From an optimization exercise on the open Yosys and OpenROAD flow, aimed at small area; shortcuts taken in it are not production practice.
Function was checked by simulation only, so behaviour that the tests miss may differ from the original.

## filter
module filter (
  input  wire               clk,
  input  wire               reset,
  input  wire signed [15:0] data_in,
  output wire signed [34:0] data_out
);
For scale: roughly 7400 cells after synthesis, roughly 53 I/O pins.
clock: 20.0 ns
lec_check: 0
abc_area: 1
cap_margin: 20
core_margin: 2
core_utilization: 50
cts_buf_list: sky130_fd_sc_hd__clkbuf_4 sky130_fd_sc_hd__clkbuf_8
cts_cluster_size: 30
slew_margin: 20
synth_hierarchical: 1
synth_minimum_keep_size: 0
run.sh (not shown) runs the stock make flow with config.mk's settings and CLKGATE_MAP_FILE= SYNTH_SCRIPT=/design/flow/synth_recipe.tcl, a recipe that flattens the netlist after the stock synthesis.
==> next run, changes <==
CORE_UTILIZATION = 40   (was 50)
CTS_BUF_LIST = default   (was sky130_fd_sc_hd__clkbuf_4 sky130_fd_sc_hd__clkbuf_8)
CTS_CLUSTER_SIZE = default   (was 30)
The new run finished with timing, DRC and antenna clean.
Via count shrinks by a few percent.
Worst hold slack gets better by 7.7 ps.
Sequential share of layout area shrinks by 0.38 points.
Routed wire length grows by a few percent.

---

job 4849:
filter, a different RTL version from the one above (not shown whole).
Size in the first run: ~6900 cells after synthesis, roughly 53 I/O pins.
Settings: LEC_CHECK=0, ABC_AREA=1, CAP_MARGIN=20, CORE_MARGIN=2, CORE_UTILIZATION=65, SLEW_MARGIN=20, SYNTH_HIERARCHICAL=1, SYNTH_MINIMUM_KEEP_SIZE=0; clock period 20.0 ns.
standard.sh (not shown) runs the stock make flow with config.mk's settings and CLKGATE_MAP_FILE= SYNTH_SCRIPT=/design/flow/synth_recipe.tcl, a recipe that flattens the netlist after the stock synthesis.
==> flow/flow/run.sh <==
#!/bin/bash
# The standard layout (standard.sh, every step unchanged) with two
# settings of its own:
#  - the clock tree clusters its sinks in groups of at most 14 within 70 um,
#    drives each cluster with a clkbuf_8, and adds no dummy balancing loads;
#  - the port buffers are buf_2 cells.
# The make output goes to standard.log; each step's log is under orfs/logs.
set -euo pipefail
export CTS_ARGS="-sink_clustering_enable -repair_clock_nets -dont_use_dummy_load -buf_list sky130_fd_sc_hd__clkbuf_8 -sink_clustering_size 14 -sink_clustering_max_diameter 70"
export BUFFER_PORTS_ARGS="-buffer_cell sky130_fd_sc_hd__buf_2"
bash standard.sh > standard.log 2>&1
Job 4849 was carried through to the last stage, and its layout satisfied the timing, design-rule and antenna checks.
### job 4849 -> job 4038
==> flow/flow/run.sh <==
#!/bin/bash
# The standard layout (standard.sh, every step unchanged) with one
# setting of its own: the clock tree clusters its sinks in groups of at most
# 14 within 70 um, drives each cluster with a clkbuf_8, and adds no dummy
# balancing loads.
# The make output goes to standard.log; each step's log is under orfs/logs.
set -euo pipefail
export CTS_ARGS="-sink_clustering_enable -repair_clock_nets -dont_use_dummy_load -buf_list sky130_fd_sc_hd__clkbuf_8 -sink_clustering_size 14 -sink_clustering_max_diameter 70"
bash standard.sh > standard.log 2>&1
## What came out
- Between job 4849 and job 4038, the number of buffers created by CTS is lower for job 4038.
- Comparing job 4038 with job 4849, the mean number of vias per cell came out essentially unchanged.
- Compared with job 4849, in job 4038 non-clock buffer count increased 1, wire length essentially unchanged, signed area change from the synthesized netlist to the final layout increased 0.23 points, synthesized cell count essentially unchanged, setup slack of the critical path after layout decreased 0.20 ns.
- Wire length of the first global-routing pass delta (job 4849 -> job 4038): insignificant
- [compare] base=job 4849 new=job 4038: headroom to the max-slew limit +3.0 points.

---

v6:
filter, a different RTL version from the one above (not shown whole).
Size in the first run: ~99000 um^2 of cells after synthesis.
clock: 20.0 ns
lec_check: 0
abc_area: 1
cap_margin: 20
core_margin: 2
core_utilization: 50
slew_margin: 20
synth_hierarchical: 1
synth_minimum_keep_size: 0
==> flow/flow/run.sh <==
#!/bin/bash
# The standard layout, except for the clock tree: sinks are clustered in
# groups of at most 16 within 100 um, driven by clkbuf_8 leaf buffers, and no
# dummy balancing loads are added.  Everything else (synthesis, floorplan,
# placement, routing) is the standard flow.
set -euo pipefail
export CTS_ARGS="-sink_clustering_enable -repair_clock_nets -dont_use_dummy_load -buf_list sky130_fd_sc_hd__clkbuf_8 -sink_clustering_size 16 -sink_clustering_max_diameter 100"
bash standard.sh > standard.log 2>&1
v6 went all the way through the flow, and no timing, DRC or antenna check failed.
Edits applied to the flow inputs when going from v6 to v7:
==> flow/run.sh (new file) <==
#!/bin/bash
# synth_recipe.tcl (not shown) runs the flow's synth.tcl, then flattens the netlist and writes it again
# the make line also repeats each setting of config.mk as NAME=value (left out here)
make -C /OpenROAD-flow-scripts/flow DESIGN_CONFIG=/design/flow/config.mk WORK_HOME=/design/flow/orfs CLKGATE_MAP_FILE= SYNTH_SCRIPT=/design/flow/synth_recipe.tcl finish
removed: flow/flow/run.sh
removed: flow/standard.sh
Notes after the runs:
- Looking at sequential portion of the cell area, v7 sits 1.3 points lower than v6 does.
- In the reports for v7 and v6, the smaller count of filler cells inserted in the layout belongs to v7.
- Compare v7 and v6 | wire length the detailed router placed on met1 higher: v7
- Between v7 and v6, the met1 demand-to-capacity share in global routing is higher for v7.
- Comparing the two runs side by side, v7 comes out behind v6 on wire length.

separate check: timing with driven ports:
In the flow no input, the clock included, has a driving cell. The finished layouts below were timed again as built, in two steps. Step 1 assumes that a clkbuf_16 drives the clock port and a buf_2 every other input. Step 2 adds t to the input delays and takes it off the output delays; t is the mean of the earliest and latest rising clock arrival at the registers after step 1. Input paths then give back, and output paths get back, about the clock's delay inside the block. Slacks: ideal ports / drivers / drivers and shift; pairs: ideal ports / drivers.
run | shift t [ns] | setup WS [ns] | worst register clock-pin slew, ns
the first run of note 1 | 1.181 | 0.524 / 0.524 / 0.524 | 0.08 / 0.08
the second run of note 1 | 0.978 | 0.756 / 0.756 / 0.756 | 0.08 / 0.08
job 4849 | 0.993 | 0.566 / 0.566 / 0.566 | 0.11 / 0.11
job 4038 | 0.981 | 0.370 / 0.370 / 0.370 | 0.11 / 0.11
v6 | 1.000 | 1.993 / 1.993 / 1.993 | 0.12 / 0.12
v7 | 0.945 | 1.976 / 1.976 / 1.976 | 0.08 / 0.08
After both steps every run listed still meets setup and hold.
